Background: an optimization exercise with open tools, aiming at small area and a short achievable clock period. Do not read the settings as production practice. Power and IR drop assume default switching activity.

## alu
module alu(
  input   wire  [63:0]    in1       ,
  input   wire  [63:0]    in2       ,
  input   wire  [2:0]     op        ,
  input   wire            in_valid  ,
  output  wire            in_ready  ,
  output  wire  [63:0]    res       ,
  output  reg             out_valid ,
  input   wire            out_ready ,
  input   wire            clk       ,
  input   wire            rstn      
);
  wire sub   = op[0] & ~op[1];
  wire addop = ~op[2] & ~op[1];           
  wire andor = op[2] & op[1];             
  wire keepp = ~op[2] | (op[1] & op[0]);  
  wire [63:0] b = in2 ^ {64{sub}};
  wire [63:0] p = in1 ^ b;    
  wire [63:0] g = in1 & b;    
  wire [63:0] ci;
  wire [15:0] bg;         
  wire [15:0] bp;         
  assign ci[0] = sub;
  assign ci[1] = g[0] | (p[0] & ci[0]);
  assign ci[2] = g[1] | (p[1] & ci[1]);
  assign ci[3] = g[2] | (p[2] & ci[2]);
  assign bg[0] = g[3] | (p[3] & ci[3]);
  assign bp[0] = &p[3:0];
  assign ci[4] = 1'b0;
  assign ci[5] = g[4] | (p[4] & ci[4]);
  assign ci[6] = g[5] | (p[5] & ci[5]);
  assign ci[7] = g[6] | (p[6] & ci[6]);
  assign bg[1] = g[7] | (p[7] & ci[7]);
  assign bp[1] = &p[7:4];
  assign ci[8] = 1'b0;
  assign ci[9] = g[8] | (p[8] & ci[8]);
  assign ci[10] = g[9] | (p[9] & ci[9]);
  assign ci[11] = g[10] | (p[10] & ci[10]);
  assign bg[2] = g[11] | (p[11] & ci[11]);
  assign bp[2] = &p[11:8];
  assign ci[12] = 1'b0;
  ...
Size: about 770 cells after synthesis, ~80 flip-flops, ~200 I/O pins, ~6900 um^2 of cells after synthesis.
==> flow/config.mk <==
export PLATFORM = sky130hd
export DESIGN_NAME = alu
export DESIGN_NICKNAME = alu
export VERILOG_FILES = /design/flow/design.v
export SDC_FILE = /design/flow/constraint.sdc
export NUM_CORES = 4
export LEC_CHECK = 0
export ABC_AREA = 1
export CAP_MARGIN = 20
export CORE_MARGIN = 2
export CORE_UTILIZATION = 40
export CTS_BUF_LIST = sky130_fd_sc_hd__clkbuf_8
export SETUP_SLACK_MARGIN = 1.9
export SLEW_MARGIN = 20
==> flow/constraint.sdc <==
create_clock -name core_clock -period 4.6 [get_ports {clk}]
set_input_delay 0.9200 -clock core_clock [delete_from_list [all_inputs] [get_ports {clk}]]
set_output_delay 0.9200 -clock core_clock [all_outputs]
set_load 0.01 [all_outputs]
standard.sh (not shown) runs the stock make flow with config.mk's settings and CLKGATE_MAP_FILE= SYNTH_SCRIPT=/design/flow/synth_recipe.tcl, a recipe that flattens the netlist after the stock synthesis.
==> flow/flow/run.sh <==
#!/bin/bash
# Layout flow: the standard ORFS flow (standard.sh, with the standard
# synthesis unchanged), except that the port buffers that global placement
# puts on every input and output are sky130_fd_sc_hd__buf_1 instead of the
# delay buffer buffer_ports picks by default. Every port still gets its own
# buffer. The make output goes to standard.log in the work folder; ORFS keeps
# each step's log under orfs/logs/.
set -euo pipefail
bash standard.sh "BUFFER_PORTS_ARGS=-buffer_cell sky130_fd_sc_hd__buf_1" finish > standard.log 2>&1
==> next run, changes <==
- SETUP_SLACK_MARGIN: 1.9 -> 2.1
What happened: The changed run produced a clean layout. Final area rose slightly. Worst setup slack loses 21 ps. Total power is about the same. Critical path depth rose by 3. Routed wire length rose by a few percent. Sequential power hardly moves. Utilization rose by 0.87 points. Fmax fell slightly. Via count rose slightly. Die area stays the same.
Function was not checked in any run of this note: the RTL went through the layout flow alone.

---

alu, a different RTL version from the one above (not shown whole).
Size: about 850 cells after synthesis, ~65 flip-flops, roughly 200 I/O pins, ~6400 µm² of cells after synthesis.
export LEC_CHECK = 0
export ABC_AREA = 1
export CAP_MARGIN = 20
export CORE_MARGIN = 2
export CORE_UTILIZATION = 40
export CTS_BUF_LIST = sky130_fd_sc_hd__clkbuf_4
export SLEW_MARGIN = 20
create_clock -name core_clock -period 4.6 [get_ports {clk}]
Scripts as last shown in full above: flow/flow/run.sh
Edit:
- CORE_UTILIZATION: 40 -> 60
- CTS_BUF_LIST: sky130_fd_sc_hd__clkbuf_4 -> default
Result: Core utilization rose by 24 points; worst setup slack got worse by 0.11 ns; combinational power fell slightly; first-iteration DRC count rose by about a fifth.
Edit:
- CORE_UTILIZATION: 60 -> 40
- CTS_BUF_LIST: default -> sky130_fd_sc_hd__clkbuf_4
- SETUP_SLACK_MARGIN: default -> 1.4
What happened: Synthesized area stays the same; count of clock-buffer cells in the layout stays the same; cell area climbs by 12%; via count climbs by 4.9%; global-route usage drops by 6.6 points.
Function was not checked in any run of this note: the RTL went through the layout flow alone.

---

alu again, from the RTL that the note above started with.
Design alu, start of the top module:
module alu(
  input   wire  [63:0]    in1       ,
  input   wire  [63:0]    in2       ,
  input   wire  [2:0]     op        ,
  input   wire            in_valid  ,
  output  wire            in_ready  ,
  output  reg   [63:0]    res       ,
  output  reg             out_valid ,
  input   wire            out_ready ,
  input   wire            clk       ,
  input   wire            rstn      
);
  wire sub   = op[0] & ~op[1];
  wire addop = ~op[2] & ~op[1];          
  wire andor = op[2] & op[1];            
  wire keepp = ~op[2] | (op[1] & op[0]);  
  wire [63:0] b = in2 ^ {64{sub}};
  wire [63:0] p = in1 ^ b;    
  wire [63:0] g = in1 & b;    
  wire        cin = sub;
  wire [63:0] c;              
  wire bg0_1 = g[1] | (p[1] & g[0]);
  wire bp0_1 = p[1] & p[0];
  wire bg0_2 = g[2] | (p[2] & bg0_1);
  wire bp0_2 = p[2] & bp0_1;
  wire bg0_3 = g[3] | (p[3] & bg0_2);
  wire bp0_3 = p[3] & bp0_2;
  wire bg1_1 = g[5] | (p[5] & g[4]);
  wire bp1_1 = p[5] & p[4];
  wire bg1_2 = g[6] | (p[6] & bg1_1);
  wire bp1_2 = p[6] & bp1_1;
  wire bg1_3 = g[7] | (p[7] & bg1_2);
  wire bp1_3 = p[7] & bp1_2;
  wire bg2_1 = g[9] | (p[9] & g[8]);
  wire bp2_1 = p[9] & p[8];
  wire bg2_2 = g[10] | (p[10] & bg2_1);
  wire bp2_2 = p[10] & bp2_1;
  wire bg2_3 = g[11] | (p[11] & bg2_2);
  wire bp2_3 = p[11] & bp2_2;
  wire bg3_1 = g[13] | (p[13] & g[12]);
  wire bp3_1 = p[13] & p[12];
  wire bg3_2 = g[14] | (p[14] & bg3_1);
  wire bp3_2 = p[14] & bp3_1;
  wire bg3_3 = g[15] | (p[15] & bg3_2);
  wire bp3_3 = p[15] & bp3_2;
  wire bg4_1 = g[17] | (p[17] & g[16]);
  wire bp4_1 = p[17] & p[16];
  wire bg4_2 = g[18] | (p[18] & bg4_1);
  wire bp4_2 = p[18] & bp4_1;
  wire bg4_3 = g[19] | (p[19] & bg4_2);
  wire bp4_3 = p[19] & bp4_2;
  wire bg5_1 = g[21] | (p[21] & g[20]);
  wire bp5_1 = p[21] & p[20];
  wire bg5_2 = g[22] | (p[22] & bg5_1);
  wire bp5_2 = p[22] & bp5_1;
  wire bg5_3 = g[23] | (p[23] & bg5_2);
  wire bp5_3 = p[23] & bp5_2;
  wire bg6_1 = g[25] | (p[25] & g[24]);
  wire bp6_1 = p[25] & p[24];
  wire bg6_2 = g[26] | (p[26] & bg6_1);
  wire bp6_2 = p[26] & bp6_1;
  wire bg6_3 = g[27] | (p[27] & bg6_2);
  wire bp6_3 = p[27] & bp6_2;
  wire bg7_1 = g[29] | (p[29] & g[28]);
  ...
==> flow/config.mk <==
export PLATFORM = sky130hd
export DESIGN_NAME = alu
export DESIGN_NICKNAME = alu
export VERILOG_FILES = /design/flow/design.v
export SDC_FILE = /design/flow/constraint.sdc
export NUM_CORES = 4
export LEC_CHECK = 0
export ABC_AREA = 1
export CAP_MARGIN = 20
export CORE_MARGIN = 2
export CORE_UTILIZATION = 40
export CTS_BUF_LIST = sky130_fd_sc_hd__clkbuf_4
export SETUP_SLACK_MARGIN = 1.0
export SLEW_MARGIN = 20
==> flow/constraint.sdc <==
create_clock -name core_clock -period 4.6 [get_ports {clk}]
set_input_delay 0.9200 -clock core_clock [delete_from_list [all_inputs] [get_ports {clk}]]
set_output_delay 0.9200 -clock core_clock [all_outputs]
set_load 0.01 [all_outputs]
Scripts as last shown in full above: flow/flow/run.sh
The starting point passed the timing, design-rule and antenna checks.
Change:
CTS_BUF_LIST = not set   (was sky130_fd_sc_hd__clkbuf_4)
SETUP_SLACK_MARGIN = not set   (was 1.0)
=> Combinational power is about the same. Design area rose slightly. Power rises by about a fifth. Final cell count barely changes. Synthesized cell count is unchanged. Non-clock buffer count does not change. Register-to-register slack stays flat.
Function was not checked in any run of this note: the RTL went through the layout flow alone.

static timing again, ports no longer ideal:
How much do the figures lean on ideal ports? The routed layouts below were timed once more, with nothing changed but the port constraints. Step 1 assumes that a clkbuf_16 drives the clock port and a buf_2 every other input. Step 2, shift: input delay + t, output delay - t, t = (earliest + latest rising clock arrival at the registers) / 2. This alone moves slack from input paths to output paths. Three values: ideal ports, drivers, drivers and shift; two values: the first two.
run | t, ns | setup slack, ns | worst setup path at the end
the first run of note 1 | 0.410 | 1.936 / 1.924 / 1.513 | input to register
the second run of note 1 | 0.408 | 1.915 / 1.895 / 1.486 | input to register
the first run of note 2 | 0.459 | 1.192 / 1.204 / 0.745 | input to register
the second run of note 2 | 0.377 | 1.085 / 1.101 / 0.725 | input to register
the third run of note 2 | 0.492 | 1.290 / 1.287 / 0.795 | input to register
the first run of note 3 | 0.459 | 1.217 / 1.229 / 0.770 | input to register
the second run of note 3 | 0.367 | 1.080 / 1.098 / 0.730 | input to register
After both steps every run listed still meets setup and hold. The setup slack of the third run of note 2, which loses most, moves by -0.003 ns with the drivers and by -0.495 ns with both steps.
